What follows belongs to an exercise in optimizing a design on an open flow for small area, a short achievable clock period and few clock cycles; a production flow would make more cautious choices.
Function was checked by simulation only, so behaviour that the tests miss may differ from the original.
Power figures rest on the tool's default switching activity, not on a simulated workload.

Setup of run A:
## FAdd
module FAdd(
    input rst,
    input clk,
    input  [31:0]               a,
    input  [31:0]               b,
    output reg [31:0]           c,
    output reg [2:0]            state
);
clock: 10.0 ns
lec_check: 0
abc_area: 1
cap_margin: 20
core_margin: 2
core_utilization: 40
setup_slack_margin: 2.0
slew_margin: 20
standard.sh (not shown) runs the stock make flow with config.mk's settings and CLKGATE_MAP_FILE= SYNTH_SCRIPT=/design/flow/synth_recipe.tcl, a recipe that flattens the netlist after the stock synthesis.
==> flow/flow/run.sh <==
#!/bin/bash
# Layout flow: the standard flow (standard.sh) with two changes.
#  1. Synthesis is the standard synthesis script, except that ABC maps
#     the logic with flow/map.abc instead of ORFS's abc_area.script.  All
#     other synthesis steps, and so every register, are unchanged.
#  2. buffer_ports uses sky130_fd_sc_hd__buf_2 for the port buffers (every
#     input and output still gets its own buffer).
set -euo pipefail
W=$(pwd)
cat > "$W/my_synth.tcl" <<EOT
proc abc {args} {
  set i [lsearch -exact \$args -script]
  if {\$i >= 0} { lset args [expr {\$i+1}] $W/flow/map.abc }
  yosys abc {*}\$args
}
source $W/synth_recipe.tcl
EOT
sed "s#SYNTH_SCRIPT=[^ ]*#SYNTH_SCRIPT=$W/my_synth.tcl#" standard.sh > my_standard.sh
grep -q "SYNTH_SCRIPT=$W/my_synth.tcl" my_standard.sh
export BUFFER_PORTS_ARGS="-buffer_cell sky130_fd_sc_hd__buf_2"
bash my_standard.sh > standard.log 2>&1
==> flow/flow/map.abc <==
&get -n
&st
&dch
&nf -R 1000
&put
topo
stime -c
buffer -c
upsize -c
dnsize -c
Testbench counts of run A, summed over its fixed seeds: cycles 24,000.
The following lists how run B was set up differently from run A:
Settings: CTS_BUF_LIST newly set to sky130_fd_sc_hd__clkbuf_8; SETUP_SLACK_MARGIN changed from 2.0 to 1.5.
==> flow/flow/map.abc <==
&get -n
&st
&dch
&nf -R 1000
&put
topo
dnsize -c
Findings:
Run B vs run A — net switching power dropped about 1.6%.
Run B vs run A, path type of the worst setup path: reg2out vs in2reg
Diff run A -> run B | wire length on met3 | down by more than a quarter
Of run B and run A, run B shows the higher switching part of the total power, with run A below it.
Of run B and run A, run B shows the lower number of logic stages on the critical path including buffering, with run A above it.
For die area, dividing the value from run A by the value from run B gives 1.05.
| non-filler instance count after layout | higher: run A |
Compared with run A, in run B final cycle utilization of the critical path increased by 3.5 points relative to the old numbers, instance count after placement with tap cells included closely matched the old numbers, largest stage delay on the critical path increased by 0.38 ns relative to the old numbers.
The core of run B is more densely filled than that of run A.
Looking at total power, run B sits 0.080 mW below run A.
diff inputs: run B => run C
Settings: CORE_UTILIZATION now 30, was 40.
==> flow/flow/map.abc <==
&get -n
&st
&dch
&nf -R 1000
&put
topo
stime -c
buffer -c
upsize -c
dnsize -c
Notes after the runs:
Run C completed; timing, DRC and antenna clean
In run C the share of power burned in the clock network turned out 1.7 points higher than in run B.
Run B -> run C: total instance count after detailed placement increased by a little under 10%
Per the comparison of run C with run B, total area of multi-input combinational cells saw a decrease, starting DRC count in detailed routing saw an increase, number of filler cells placed in the layout saw an increase.
Taking run B as the reference, in run C pre-CTS worst setup slack decreased 0.072 ns; aggregate global-route resource usage decreased 5.6 points; detailed-route wire length increased about 0.9%; global-route wire length before repair increased 320 µm.
When the final numbers for run C and run B were put side by side, the non-clock buffer count turned out to be smaller in run C.
Against run B, run C comes in 5.3% higher on synthesized area.
Changes in run D relative to run C:
Settings: SLEW_MARGIN now 0, was 20; CAP_MARGIN now 0, was 20; CORE_UTILIZATION now 40, was 30.
Findings:
- Run D has completed all stages; timing, DRC and antenna checks passed.
- ~same switching component of the power in run C and run D
- Number of global-route vias before repair went down slightly going from run C to run D.
- Summary — proportion of cell area occupied by multi-input gates, run D relative to run C: higher, by 1.3 points.
- Going from run C to run D, clock share of power shrinks by 1.4 points.
- For run D, the capturing element of the worst setup path was r_sum[27], unlike run C, where it was c[29].
- Higher first-pass GRT wire length goes to run C over run D.


alpha:
The RTL this note starts from:
==> flow/design.v <==
module FAdd(
    input rst,
    input clk,
    input  [31:0]               a,
    input  [31:0]               b,
    output reg [31:0]           c,
    output reg [2:0]            state
);
    wire a_s = a[31];
    wire b_s = b[31];
    wire [7:0] a_e = a[30:23];
    wire [7:0] b_e = b[30:23];
    wire a_h = |a_e;
    wire b_h = |b_e;
    wire a_max = &a_e;
    wire b_max = &b_e;
    wire a_mz = ~|a[22:0];
    wire b_mz = ~|b[22:0];
    wire a_inf = a_max & a_mz;
    wire b_inf = b_max & b_mz;
    wire any_nan = (a_max & ~a_mz) | (b_max & ~b_mz) | (a_inf & b_inf & (a_s ^ b_s));
    wire any_inf = a_inf | b_inf;
    wire swap;
    fa_gt #(31) u_cmp(.a(b[30:0]), .b(a[30:0]), .gt(swap));
    wire [7:0] ea1 = {a_e[7:1], a_e[0] | ~a_h};    
    wire [7:0] eb1 = {b_e[7:1], b_e[0] | ~b_h};
    wire [7:0] d = swap ? eb1 - ea1 : ea1 - eb1;
    wire [7:0] e_big = swap ? eb1 : ea1;
    wire s_big = swap ? b_s : a_s;
    wire [23:0] m_big = swap ? {b_h, b[22:0]} : {a_h, a[22:0]};
    wire [23:0] m_sml = swap ? {a_h, a[22:0]} : {b_h, b[22:0]};
    wire sub = a_s ^ b_s;
    wire big_shift = |d[7:5];
    wire [4:0] sh = d[4:0];
    wire [25:0] al = big_shift ? 26'd0 : ({m_sml, 2'b00} >> sh);
    wire [23:0] lost_mask = big_shift ? {24{1'b1}} : ~({24{1'b1}} << (sh > 5'd2 ? sh - 5'd2 : 5'd0));
    wire sticky = |(m_sml & lost_mask);
    wire [27:0] op_s = {1'b0, al, sticky};
    wire [27:0] sum;
    fa_add #(28) u_add(.x({1'b0, m_big, 3'b000}), .y(op_s ^ {28{sub}}), .ci(sub), .s(sum));
    reg first_n;               
    reg [27:0] r_sum;
    reg [7:0]  r_e;
    reg        r_s;
    reg        r_sub;
    reg        r_nan;
    reg        r_inf;
    always @(posedge clk) begin
        first_n <= rst;
        if (!first_n) begin
            r_sum <= sum;
            r_e   <= e_big;
            r_s   <= s_big;
            r_sub <= sub;
            r_nan <= any_nan;
            r_inf <= any_inf;
        end
    end
    reg [27:0] lim;
    integer i;
    always @* begin
        for (i = 0; i < 28; i = i + 1)
            lim[i] = (r_e == 27 - i);
    end
    wire [27:0] lz_in = r_sum | lim;
    wire [4:0] lz;
    wire zero;                         
    fa_lzc u_lzc(.x({lz_in, 4'b0000}), .n(lz), .zero(zero));
    wire [27:0] n = r_sum << lz;
    wire [7:0] ex = zero ? 8'd0 : r_e - {3'b0, lz} + {7'd0, n[27]};
    wire rnd = n[3] & (n[2] | n[1] | n[0] | n[4]);
    wire [30:0] pk;
    fa_inc #(31) u_inc(.x({ex, n[26:4]}), .ci(rnd), .s(pk));
    wire ovf = (r_e == 8'd254) & r_sum[27];
    wire sgn = (~|r_sum & r_sub) ? 1'b0 : r_s;
    always @* begin
        state = {3{first_n}};
        if (r_nan)
            c = 32'h7f800001;
        else if (r_inf | ovf)
            c = {r_s, 8'hff, 23'd0};
        else
            c = {sgn, pk};
    end
endmodule
module fa_add #(parameter N = 28) (
    input  [N-1:0] x,
    input  [N-1:0] y,
    input          ci,
    output [N-1:0] s
);
    localparam M = N + 1;
    reg [M-1:0] g, p, gn, pn;
    integer l, i;
    always @* begin
        g = {x & y, ci};
        p = {x ^ y, 1'b0};
        for (l = 1; l < M; l = l * 2) begin
            gn = g; pn = p;
            for (i = 0; i < M; i = i + 1)
                if ((i / l) % 2 == 1) begin
                    gn[i] = g[i] | (p[i] & g[(i/l)*l - 1]);
                    pn[i] = p[i] & p[(i/l)*l - 1];
                end
            g = gn; p = pn;
        end
    end
    assign s = x ^ y ^ g[M-2:0];
endmodule
module fa_inc #(parameter N = 31) (
    input  [N-1:0] x,
    input          ci,
    output [N-1:0] s
);
    reg [N-1:0] p, pn;
    integer l, i;
    always @* begin
        p = x;
        for (l = 1; l < N; l = l * 2) begin
            pn = p;
            for (i = 0; i < N; i = i + 1)
                if ((i / l) % 2 == 1) pn[i] = p[i] & p[(i/l)*l - 1];
            p = pn;
        end
    end
    assign s = x ^ ({p[N-2:0], 1'b1} & {N{ci}});
endmodule
module fa_gt #(parameter N = 31) (
    input  [N-1:0] a,
    input  [N-1:0] b,
    output         gt
);
    reg [N-1:0] g, e, gn, en;
    integer l, i;
    always @* begin
        g = a & ~b;
        e = ~(a ^ b);
        for (l = 1; l < N; l = l * 2) begin
            gn = g; en = e;
            for (i = 0; i < N; i = i + 1)
                if ((i / l) % 2 == 1) begin
                    gn[i] = g[i] | (e[i] & g[(i/l)*l - 1]);
                    en[i] = e[i] & e[(i/l)*l - 1];
                end
            g = gn; e = en;
        end
    end
    assign gt = g[N-1];
endmodule
module fa_lzc (
    input  [31:0] x,
    output [4:0]  n,
    output        zero
);
    reg [15:0] z0;  reg [15:0] c0;       
    reg [7:0]  z1;  reg [15:0] c1;       
    reg [3:0]  z2;  reg [11:0] c2;       
    reg [1:0]  z3;  reg [7:0]  c3;       
    integer i;
    always @* begin
        for (i = 0; i < 16; i = i + 1) begin
            z0[i] = ~x[2*i+1] & ~x[2*i];
            c0[i] = ~x[2*i+1];
        end
        for (i = 0; i < 8; i = i + 1) begin
            z1[i] = z0[2*i+1] & z0[2*i];
            c1[2*i +: 2] = z0[2*i+1] ? {1'b1, c0[2*i]} : {1'b0, c0[2*i+1]};
        end
        for (i = 0; i < 4; i = i + 1) begin
            z2[i] = z1[2*i+1] & z1[2*i];
            c2[3*i +: 3] = z1[2*i+1] ? {1'b1, c1[2*(2*i) +: 2]} : {1'b0, c1[2*(2*i+1) +: 2]};
        end
        for (i = 0; i < 2; i = i + 1) begin
            z3[i] = z2[2*i+1] & z2[2*i];
            c3[4*i +: 4] = z2[2*i+1] ? {1'b1, c2[3*(2*i) +: 3]} : {1'b0, c2[3*(2*i+1) +: 3]};
        end
    end
    assign n = z3[1] ? {1'b1, c3[3:0]} : {1'b0, c3[7:4]};
    assign zero = z3[1] & z3[0];
endmodule
==> flow/config.mk <==
export PLATFORM = sky130hd
export DESIGN_NAME = FAdd
export DESIGN_NICKNAME = FAdd
export VERILOG_FILES = /design/flow/design.v
export SDC_FILE = /design/flow/constraint.sdc
export NUM_CORES = 4
export LEC_CHECK = 0
export ABC_AREA = 1
export CAP_MARGIN = 20
export CORE_MARGIN = 2
export CORE_UTILIZATION = 40
export SETUP_SLACK_MARGIN = 1.0
export SLEW_MARGIN = 20
==> flow/constraint.sdc <==
create_clock -name core_clock -period 10.0 [get_ports {clk}]
set_input_delay 2.0000 -clock core_clock [delete_from_list [all_inputs] [get_ports {clk}]]
set_output_delay 2.0000 -clock core_clock [all_outputs]
set_load 0.01 [all_outputs]
==> flow/flow/run.sh <==
#!/bin/bash
# Layout flow: the standard flow (standard.sh) with two changes.
#  1. Synthesis is the standard synthesis script, except that ABC maps
#     the logic with flow/map.abc instead of ORFS's abc_area.script.  All
#     other synthesis steps, and so every register, are unchanged.
#  2. buffer_ports uses sky130_fd_sc_hd__buf_2 for the port buffers (every
#     input and output still gets its own buffer).
set -euo pipefail
W=$(pwd)
cat > "$W/my_synth.tcl" <<EOT
proc abc {args} {
  set i [lsearch -exact \$args -script]
  if {\$i >= 0} { lset args [expr {\$i+1}] $W/flow/map.abc }
  yosys abc {*}\$args
}
source $W/synth_recipe.tcl
EOT
sed "s#SYNTH_SCRIPT=[^ ]*#SYNTH_SCRIPT=$W/my_synth.tcl#" standard.sh > my_standard.sh
grep -q "SYNTH_SCRIPT=$W/my_synth.tcl" my_standard.sh
export BUFFER_PORTS_ARGS="-buffer_cell sky130_fd_sc_hd__buf_1"
bash my_standard.sh > standard.log 2>&1
==> flow/flow/map.abc <==
strash
dch
amap
topo
stime -c
buffer -c
upsize -c
dnsize -c
Testbench counts of alpha, summed over its fixed seeds: cycles 24,000.
Changes in beta relative to alpha:
# alpha
export LEC_CHECK = 0
export ABC_AREA = 1
export CAP_MARGIN = 20
export CORE_MARGIN = 2
export CORE_UTILIZATION = 40
export SETUP_SLACK_MARGIN = 1.0
export SLEW_MARGIN = 20
create_clock -name core_clock -period 10.0 [get_ports {clk}]
# beta
export LEC_CHECK = 0
export ABC_AREA = 1
export CAP_MARGIN = 20
export CORE_MARGIN = 2
export CORE_UTILIZATION = 60
export PLACE_DENSITY = 0.8
export SETUP_SLACK_MARGIN = 1.5
export SLEW_MARGIN = 20
create_clock -name core_clock -period 10.0 [get_ports {clk}]
==> flow/flow/run.sh <==
#!/bin/bash
# Standard layout, but with a faster cell for the port buffers that
# buffer_ports inserts (every input and output still gets its own buffer).
set -euo pipefail
export BUFFER_PORTS_ARGS="-buffer_cell sky130_fd_sc_hd__buf_2"
bash standard.sh > standard.log 2>&1
removed: flow/flow/map.abc
Notes after the runs:
- For global-route wire length before repair, dividing the value from beta by the value from alpha gives 1.15.
- beta vs. alpha: via count of the first global-routing pass climbed 2210; largest fanout on the critical path has increased; final hold slack down 7.2 ps; final period utilization decreased 5.4 points; sequential share of layout area down 1.8 points.
- beta vs alpha, combinational family with the most area after synthesis: simple AND/OR/NAND/NOR gates vs compound AO/OA/AOI/OAI gates
- Across alpha and beta, none had a timing, DRC or antenna violation.
[inputs] gamma vs beta
# beta
export LEC_CHECK = 0
export ABC_AREA = 1
export CAP_MARGIN = 20
export CORE_MARGIN = 2
export CORE_UTILIZATION = 60
export PLACE_DENSITY = 0.8
export SETUP_SLACK_MARGIN = 1.5
export SLEW_MARGIN = 20
create_clock -name core_clock -period 10.0 [get_ports {clk}]
# gamma
export LEC_CHECK = 0
export ABC_AREA = 1
export CAP_MARGIN = 20
export CORE_MARGIN = 2
export CORE_UTILIZATION = 40
export SETUP_SLACK_MARGIN = 1.5
export SLEW_MARGIN = 20
create_clock -name core_clock -period 10.0 [get_ports {clk}]
==> flow/flow/run.sh <==
#!/bin/bash
# Layout flow: the standard flow (standard.sh) with two changes.
#  1. Synthesis is the standard synthesis script, except that ABC maps
#     the logic with flow/map.abc instead of ORFS's abc_area.script.  All
#     other synthesis steps, and so every register, are unchanged.
#  2. buffer_ports uses sky130_fd_sc_hd__buf_2 for the port buffers (every
#     input and output still gets its own buffer).
set -euo pipefail
W=$(pwd)
cat > "$W/my_synth.tcl" <<EOT
proc abc {args} {
  set i [lsearch -exact \$args -script]
  if {\$i >= 0} { lset args [expr {\$i+1}] $W/flow/map.abc }
  yosys abc {*}\$args
}
source $W/synth_recipe.tcl
EOT
sed "s#SYNTH_SCRIPT=[^ ]*#SYNTH_SCRIPT=$W/my_synth.tcl#" standard.sh > my_standard.sh
grep -q "SYNTH_SCRIPT=$W/my_synth.tcl" my_standard.sh
export BUFFER_PORTS_ARGS="-buffer_cell sky130_fd_sc_hd__buf_2"
bash my_standard.sh > standard.log 2>&1
==> flow/flow/map.abc (new file) <==
strash
dch
amap
topo
stime -c
buffer -c
upsize -c
dnsize -c
==> notes.md <==
Compared with beta, gamma shows a lower peak per-stage delay on the critical path. Delta (gamma minus beta): multi-input gate share of total cell area lost 3.6 points; hold slack went down by 26 ps; data required time of the critical path grew by 2000 ps; number of nets in the final layout shrank by 23%. Power attributed to sequential cells in gamma vs beta: down about 3%. Cell area delta (gamma − beta): favourable.
Relative to gamma, the following input files were edited for delta:
==> flow/flow/run.sh <==
#!/bin/bash
# Standard layout, but with a faster cell for the port buffers that
# buffer_ports inserts (every input and output still gets its own buffer).
set -euo pipefail
export BUFFER_PORTS_ARGS="-buffer_cell sky130_fd_sc_hd__buf_2"
bash standard.sh > standard.log 2>&1
removed: flow/flow/map.abc
## What came out
delta ran to completion and came out clean on the timing, design-rule and antenna checks. delta vs gamma, portion of the clock cycle consumed by the worst path in the final layout went down by 3.9 points. gamma → delta: time the worst path needs with I/O delays and setup lower; share of the core filled with cells in the final layout fell 5.6 points; count of cell instances traversed by the critical path went down; routed metal-1 wire length increased by 11% relative to the old numbers; worst setup slack now larger.
The inputs of epsilon differ from those of delta as listed below.
# delta
export LEC_CHECK = 0
export ABC_AREA = 1
export CAP_MARGIN = 20
export CORE_MARGIN = 2
export CORE_UTILIZATION = 40
export SETUP_SLACK_MARGIN = 1.5
export SLEW_MARGIN = 20
create_clock -name core_clock -period 10.0 [get_ports {clk}]
# epsilon
export LEC_CHECK = 0
export ABC_AREA = 1
export CAP_MARGIN = 20
export CORE_MARGIN = 2
export CORE_UTILIZATION = 40
export SETUP_SLACK_MARGIN = 1.0
export SLEW_MARGIN = 20
create_clock -name core_clock -period 10.0 [get_ports {clk}]
==> flow/flow/run.sh <==
#!/bin/bash
# Layout flow: the standard flow (standard.sh) with two changes.
#  1. Synthesis is the standard synthesis script, except that ABC maps
#     the logic with flow/map.abc instead of ORFS's abc_area.script.  All
#     other synthesis steps, and so every register, are unchanged.
#  2. buffer_ports uses sky130_fd_sc_hd__buf_2 for the port buffers (every
#     input and output still gets its own buffer).
set -euo pipefail
W=$(pwd)
cat > "$W/my_synth.tcl" <<EOT
proc abc {args} {
  set i [lsearch -exact \$args -script]
  if {\$i >= 0} { lset args [expr {\$i+1}] $W/flow/map.abc }
  yosys abc {*}\$args
}
source $W/synth_recipe.tcl
EOT
sed "s#SYNTH_SCRIPT=[^ ]*#SYNTH_SCRIPT=$W/my_synth.tcl#" standard.sh > my_standard.sh
grep -q "SYNTH_SCRIPT=$W/my_synth.tcl" my_standard.sh
export BUFFER_PORTS_ARGS="-buffer_cell sky130_fd_sc_hd__buf_2"
bash my_standard.sh > standard.log 2>&1
==> flow/flow/map.abc (new file) <==
strash
dch
amap
topo
stime -c
buffer -c
upsize -c
dnsize -c
==> notes.md <==
Class of the most critical setup path = reg -> out: epsilon; class of the most critical setup path = in -> reg: delta
Of epsilon and delta, the run reporting the lower shortest clock period the worst path allows after layout was delta.
Going from delta to epsilon, floorplan die area shrinks by about 17%.
Comparing register share of the cell area for epsilon and delta, the smaller number came from delta.
Delta(share of the clock period used by the worst path, epsilon - delta) > 0
On area of all sequential standard cells, delta tracks epsilon almost exactly.

## separate check: timing with driven ports
In the flow no input, the clock included, has a driving cell. The finished layouts below were timed again as built, in two steps. Step 1 assumes that a clkbuf_16 drives the clock port and a buf_2 every other input. Step 2 adds t to the input delays and takes it off the output delays; t is the mean of the earliest and latest rising clock arrival at the registers after step 1. Input paths then give back, and output paths get back, about the clock's delay inside the block. Slacks: no drivers / after step 1 / after step 2; pairs: no drivers / after step 1.
run	t (ns)	setup WS [ns]	worst hold slack (ns)	worst slew at a driven data input, ns
run A	0.316	2.256 / 2.273 / 1.957	0.879 / 0.879 / 0.879	0.04
run B	0.322	1.907 / 1.873 / 1.737	0.912 / 0.912 / 0.912	0.03
run C	0.321	1.987 / 1.955 / 1.737	0.898 / 0.898 / 0.898	0.04
run D	0.317	1.905 / 1.880 / 1.598	0.880 / 0.880 / 0.880	0.04
alpha	0.320	1.469 / 1.430 / 1.217	0.923 / 0.923 / 0.923	0.04
beta	0.319	2.012 / 1.976 / 1.720	0.915 / 0.915 / 0.915	0.05
gamma	0.326	1.784 / 1.777 / 1.452	0.889 / 0.889 / 0.889	0.06
delta	0.322	2.174 / 2.171 / 1.874	0.896 / 0.896 / 0.896	0.06
epsilon	0.326	1.502 / 1.461 / 1.246	0.893 / 0.893 / 0.893	0.05
After both steps every run listed still meets setup and hold. The setup slack of gamma, which loses most, moves by -0.007 ns with the drivers and by -0.332 ns with both steps.
